Source: an optimization exercise on an open RTL-to-GDS flow (aim: small area). Production flows keep margins and buffers that such runs may drop.
Only simulation tests tie the RTL to the original design; equivalence was not proved.
No activity file was given, so power comes from the tool's default toggle rates.

gamma:
==> flow/design.v <==
module baud_tick_gen(
    input clock,
    input reset,
    output baud_tick
);
reg [8:0] lfsr;
assign baud_tick = (lfsr == 9'd28);
always @(posedge clock) begin
    if (reset || baud_tick)
        lfsr <= 9'd0;
    else
        lfsr <= {lfsr[7:0], ~(lfsr[8] ^ lfsr[4])};
end
endmodule
module uart_rx(
    input b_tick,
    input clock,
    input reset,
    input rx,
    input fifo_full,
    output reg [7:0] data_out,
    output clr_data,
    output [2:0] LSR,
    output frame_end
);
reg buffer_overrun, parity_error, framing_error;
assign LSR = {framing_error, parity_error, buffer_overrun};
reg sync_rx, i_rx;
always @(posedge clock) begin
    sync_rx <= rx;
    i_rx <= sync_rx;
end
reg [3:0] b, cnt;
wire idle  = (b == 4'd3);
wire start = (b == 4'd7);
wire last  = b_tick & (cnt == 4'd15);
always @(posedge clock) begin
    if (reset)
        b <= 4'd3;
    else if (idle) begin
        if (!i_rx) begin
            b <= 4'd7;
            cnt <= 4'd7;
        end
    end else if (b_tick) begin
        if (start & cnt[3] & cnt[0] & i_rx)
            b <= 4'd3;
        else
            {b, cnt} <= {b, cnt} + 8'd1;
    end
end
assign clr_data = start;
always @(posedge clock) begin
    if (last & b[3])
        data_out <= {i_rx, data_out[7:1]};
end
assign frame_end = last & (b == 4'd2);
always @(posedge clock) begin
    if (last) begin
        if (b == 4'd8)
            parity_error <= i_rx;
        else if (b[3] || b == 4'd0)
            parity_error <= parity_error ^ i_rx;
        if (b == 4'd1)
            framing_error <= !i_rx;
        else if (b == 4'd2 && !i_rx)
            framing_error <= 1'b1;
        if (b == 4'd2)
            buffer_overrun <= fifo_full;
    end
end
endmodule
module fifo(
    input reset,
          clock,
          wr_en,
          rd_en,
    input [11:0] data_in,
    input clr_data,
    output reg [11:0] data_out,
    output empty, full
);
reg [2:0] wpos, lpos;
reg pending, hold_clr;
reg [11:0] ring [0:7];
assign full  = (wpos == lpos);
assign empty = (wpos == lpos + 3'd1);
wire push = wr_en & !full;
wire pop  = rd_en & !empty;
wire hold_done = data_in[0];
wire [11:0] held = {data_in[11:4] & {8{!hold_clr}}, data_in[3:1] & {3{hold_done}}, hold_done};
wire store = pending & (wpos == 3'd0);
integer i;
always @(posedge clock) begin
    ring[0] <= store ? held : ring[7];
    for (i = 1; i < 8; i = i + 1)
        ring[i] <= ring[i-1];
end
always @(posedge clock) begin
    if (reset)
        hold_clr <= 1'b1;
    else if (push)
        hold_clr <= clr_data;
end
always @(posedge clock) begin
    if (reset) begin
        wpos <= 3'd0;
        lpos <= 3'd7;
        pending <= 1'b1;
    end else begin
        wpos <= wpos + {1'b0, push, !push};
        lpos <= lpos + {1'b0, pop, !pop};
        if (push)
            pending <= 1'b1;
        else if (store)
            pending <= 1'b0;
    end
end
always @(*) begin
    data_out = 12'd0;
    if (pending & empty)
        data_out = held;
    else
        for (i = 0; i < 8; i = i + 1)
            data_out = data_out | ({12{lpos == i}} & ring[i]);
end
endmodule
module fifo8(
    input reset,
          clock,
          wr_en,
          rd_en,
          waiting,
    input [7:0] data_in,
    output [7:0] data_out,
    output empty, full
);
reg [7:0] valid;
reg [7:0] stage [0:7];
wire in_flight = !valid[7] & !waiting;
reg seen, two;
integer k;
always @(*) begin
    seen = 1'b0;
    two = 1'b0;
    for (k = 0; k < 7; k = k + 1) begin
        two = two | (seen & valid[k]);
        seen = seen | valid[k];
    end
end
wire one_at_most = !two;
assign full  = &valid[6:0] & !in_flight;
assign empty = in_flight ? one_at_most : !(|valid[6:0]);
wire push = wr_en & !full;
wire [6:0] move;
assign move[6] = valid[6] & (!valid[7] | rd_en);
genvar g;
generate
    for (g = 0; g < 6; g = g + 1) begin : mv
        assign move[g] = valid[g] & (!valid[g+1] | move[g+1]);
    end
endgenerate
integer i;
always @(posedge clock) begin
    if (push)
        stage[0] <= data_in;
    for (i = 1; i < 8; i = i + 1)
        if (move[i-1])
            stage[i] <= stage[i-1];
end
always @(posedge clock) begin
    if (reset) begin
        valid <= 8'd0;
    end else begin
        valid[0] <= (valid[0] & !move[0]) | push;
        for (i = 1; i < 7; i = i + 1)
            valid[i] <= (valid[i] & !move[i]) | move[i-1];
        valid[7] <= (valid[7] & !rd_en) | move[6];
    end
end
assign data_out = stage[7];
endmodule
module uart_tx(
    input b_tick,
          clock,
          reset,
          fifo_empty,
    input [7:0] data_in,
    output fifo_read,
    output waiting,
    output tx
);
reg [3:0] b, cnt;
wire idle = (b == 4'd3);
assign fifo_read = idle & (cnt == 4'd2);
assign waiting = idle & (cnt[1] ^ cnt[0]);
always @(posedge clock) begin
    if (reset) begin
        b <= 4'd3;
        cnt <= 4'd1;
    end else if (idle) begin
        if (cnt == 4'd3) begin
            b <= 4'd7;
            cnt <= 4'd0;
        end else if (cnt != 4'd1 || !fifo_empty)
            cnt <= cnt + 4'd1;
    end else if (b_tick)
        {b, cnt} <= {b, cnt} + 8'd1;
end
assign tx = (b == 4'd7) ? 1'b0 :
            b[3]        ? data_in[b[2:0]] :
            (b == 4'd0) ? ^data_in : 1'b1;
endmodule
module uart(
input clock,reset,
output tx,
input  rx,
output rx_empty,
input rd_uart,
output [7:0] data_out,
output [7:0] data_LSR,
output tx_full,
input wr_uart,
input [7:0] data_in
);
wire b_tick;
wire fifo_full;
wire [7:0] data_r;
wire [2:0] LSR;
wire rx_clr;
wire frame_end;
wire [7:0] tx_data;
wire tx_fifo_read;
wire tx_empty;
wire tx_waiting;
reg rx_wr_en, decide, done;
wire rx_idle = !rx_wr_en & !decide;
baud_tick_gen U0(.clock(clock),.reset(reset),.baud_tick(b_tick));
uart_rx U1(.clock(clock),.reset(reset),.b_tick(b_tick),.rx(rx),.fifo_full(fifo_full),.data_out(data_r),.LSR(LSR),.frame_end(frame_end),.clr_data(rx_clr));
fifo U2(.clock(clock),.reset(reset),.empty(rx_empty),.full(fifo_full),.wr_en(rx_wr_en),.rd_en(rd_uart),.data_in({data_r,LSR,done}),.clr_data(rx_clr),.data_out({data_out,data_LSR[3:0]}));
uart_tx U3(.clock(clock),.reset(reset),.b_tick(b_tick),.tx(tx),.data_in(tx_data),.fifo_empty(tx_empty),.fifo_read(tx_fifo_read),.waiting(tx_waiting));
fifo8 U4(.clock(clock),.reset(reset),.empty(tx_empty),.full(tx_full),.wr_en(wr_uart),.rd_en(tx_fifo_read),.waiting(tx_waiting),.data_in(data_in),.data_out(tx_data));
assign data_LSR[7:4] = 4'b0000;
always @(posedge clock) begin
    if (reset) begin
        rx_wr_en <= 1'b0;
        decide <= 1'b0;
        done <= 1'b0;
    end else begin
        rx_wr_en <= decide & !fifo_full;
        decide <= (rx_idle & frame_end) | (decide & done & fifo_full);
        if (rx_idle & frame_end)
            done <= 1'b1;
        else if (decide)
            done <= done & !fifo_full;
    end
end
endmodule
clock: 10.0 ns
lec_check: 0
cap_margin: 20
core_margin: 2
core_utilization: 78
cts_buf_list: sky130_fd_sc_hd__clkbuf_4
cts_cluster_diameter: 40
cts_cluster_size: 10
slew_margin: 20
standard.sh (not shown) runs the stock make flow with config.mk's settings and CLKGATE_MAP_FILE= SYNTH_SCRIPT=/design/flow/synth_recipe.tcl, a recipe that flattens the netlist after the stock synthesis.
==> flow/flow/run.sh <==
#!/bin/bash
# The standard layout (standard.sh), with these changes:
# - synthesis maps the combinational logic with an area-oriented ABC script
#   (flow/synth.tcl, flow/abc_area.script); registers are mapped as in the
#   standard synthesis;
# - clock tree synthesis inserts no dummy loads and uses clkbuf_4;
# - the ports are buffered with buf_1.
# All tool output goes to standard.log here and to ORFS's logs under orfs/.
set -euo pipefail
export FLOW_WORK=$PWD
export FLOW_ABC_SCRIPT=$PWD/flow/abc_area.script
bash standard.sh \
  "SYNTH_SCRIPT=$PWD/flow/synth.tcl" \
  "CTS_ARGS=-sink_clustering_enable -repair_clock_nets -dont_use_dummy_load -buf_list sky130_fd_sc_hd__clkbuf_4 -sink_clustering_size 10 -sink_clustering_max_diameter 40" \
  "BUFFER_PORTS_ARGS=-buffer_cell sky130_fd_sc_hd__buf_1" \
  finish > standard.log 2>&1
==> flow/flow/abc_area.script <==
&get -n
&st
&dch
&nf -R 1000
&put
==> flow/flow/synth.tcl <==
# The standard flow's synthesis script, with one change: the technology mapping of the
# combinational logic runs ABC with flow/abc_area.script (area-oriented
# mapping with area recovery) instead of ORFS's speed script. The flip-flops
# are mapped before this step and are left as they are.
proc abc {args} {
  set i [lsearch $args -script]
  if {$i >= 0} { lset args [expr {$i + 1}] $::env(FLOW_ABC_SCRIPT) }
  yosys abc {*}$args
}
source $::env(FLOW_WORK)/synth_recipe.tcl
Inputs modified between gamma and alpha:
-- flow/design.v --
<<< gamma, line 19
    input rx,
    input fifo_full,
    output reg [7:0] data_out,
    output clr_data,
    output [2:0] LSR,
    output frame_end
>>> alpha, line 19
    input rx,
    input fifo_full,
    input fifo_pending,
    output reg [7:0] data_out,
    output [2:0] LSR,
    output frame_end
<<< gamma, line 50
    end
end
assign clr_data = start;
always @(posedge clock) begin
    if (last & b[3])
        data_out <= {i_rx, data_out[7:1]};
end
>>> alpha, line 50
    end
end
always @(posedge clock) begin
    if (reset | (idle & !i_rx & !fifo_pending))
        data_out <= 8'd0;
    else if (last & b[3])
        data_out <= {i_rx, data_out[7:1]};
end
<<< gamma, line 77
          rd_en,
    input [11:0] data_in,
    input clr_data,
    output reg [11:0] data_out,
    output empty, full
);
reg [2:0] wpos, lpos;
reg pending, hold_clr;
reg [11:0] ring [0:7];
assign full  = (wpos == lpos);
>>> alpha, line 78
          rd_en,
    input [11:0] data_in,
    output reg [11:0] data_out,
    output reg pending,
    output empty, full
);
reg [2:0] wpos, lpos;
reg [11:0] ring [0:7];
assign full  = (wpos == lpos);
<<< gamma, line 89
wire pop  = rd_en & !empty;
wire hold_done = data_in[0];
wire [11:0] held = {data_in[11:4] & {8{!hold_clr}}, data_in[3:1] & {3{hold_done}}, hold_done};
wire store = pending & (wpos == 3'd0);
integer i;
>>> alpha, line 89
wire pop  = rd_en & !empty;
wire hold_done = data_in[0];
wire [11:0] held = {data_in[11:4], data_in[3:1] & {3{hold_done}}, hold_done};
wire store = pending & (wpos == 3'd0);
integer i;
<<< gamma, line 96
    for (i = 1; i < 8; i = i + 1)
        ring[i] <= ring[i-1];
end
always @(posedge clock) begin
    if (reset)
        hold_clr <= 1'b1;
    else if (push)
        hold_clr <= clr_data;
end
always @(posedge clock) begin
>>> alpha, line 96
    for (i = 1; i < 8; i = i + 1)
        ring[i] <= ring[i-1];
end
always @(posedge clock) begin
<<< gamma, line 228
wire [7:0] data_r;
wire [2:0] LSR;
wire rx_clr;
wire frame_end;
wire [7:0] tx_data;
>>> alpha, line 222
wire [7:0] data_r;
wire [2:0] LSR;
wire rx_pending;
wire frame_end;
wire [7:0] tx_data;
<<< gamma, line 237
wire rx_idle = !rx_wr_en & !decide;
baud_tick_gen U0(.clock(clock),.reset(reset),.baud_tick(b_tick));
uart_rx U1(.clock(clock),.reset(reset),.b_tick(b_tick),.rx(rx),.fifo_full(fifo_full),.data_out(data_r),.LSR(LSR),.frame_end(frame_end),.clr_data(rx_clr));
fifo U2(.clock(clock),.reset(reset),.empty(rx_empty),.full(fifo_full),.wr_en(rx_wr_en),.rd_en(rd_uart),.data_in({data_r,LSR,done}),.clr_data(rx_clr),.data_out({data_out,data_LSR[3:0]}));
uart_tx U3(.clock(clock),.reset(reset),.b_tick(b_tick),.tx(tx),.data_in(tx_data),.fifo_empty(tx_empty),.fifo_read(tx_fifo_read),.waiting(tx_waiting));
fifo8 U4(.clock(clock),.reset(reset),.empty(tx_empty),.full(tx_full),.wr_en(wr_uart),.rd_en(tx_fifo_read),.waiting(tx_waiting),.data_in(data_in),.data_out(tx_data));
>>> alpha, line 231
wire rx_idle = !rx_wr_en & !decide;
baud_tick_gen U0(.clock(clock),.reset(reset),.baud_tick(b_tick));
uart_rx U1(.clock(clock),.reset(reset),.b_tick(b_tick),.rx(rx),.fifo_full(fifo_full),.data_out(data_r),.LSR(LSR),.frame_end(frame_end),.fifo_pending(rx_pending));
fifo U2(.clock(clock),.reset(reset),.empty(rx_empty),.full(fifo_full),.wr_en(rx_wr_en),.rd_en(rd_uart),.data_in({data_r,LSR,done}),.pending(rx_pending),.data_out({data_out,data_LSR[3:0]}));
uart_tx U3(.clock(clock),.reset(reset),.b_tick(b_tick),.tx(tx),.data_in(tx_data),.fifo_empty(tx_empty),.fifo_read(tx_fifo_read),.waiting(tx_waiting));
fifo8 U4(.clock(clock),.reset(reset),.empty(tx_empty),.full(tx_full),.wr_en(wr_uart),.rd_en(tx_fifo_read),.waiting(tx_waiting),.data_in(data_in),.data_out(tx_data));
## What came out
Going from gamma to alpha, post-layout total power decreased 11%, fraction of the mapped netlist area in simple logic gates increased by 0.41 points relative to the old numbers, total die area went down, net switching fraction of the power now smaller, relative contribution of combinational cells to total power went down 2.1 points.

port drivers added, routing unchanged:
In the flow no input, the clock included, has a driving cell. The finished layouts below were timed again as built, in two steps.
Step 1 assumes that a clkbuf_16 drives the clock port and a buf_2 every other input.
Step 2 adds t to the input delays and takes it off the output delays; t is the mean of the earliest and latest rising clock arrival at the registers after step 1. Input paths then give back, and output paths get back, about the clock's delay inside the block.
Three values: no drivers, after step 1, after step 2; two values: the first two.
run | t (ns) | slack for setup (ns) | cell pins on the clock port's net
gamma | 0.600 | 4.945 / 4.912 / 5.512 | 1
alpha | 0.617 | 4.873 / 4.839 / 5.456 | 1
After both steps setup and hold are still met in every run listed.
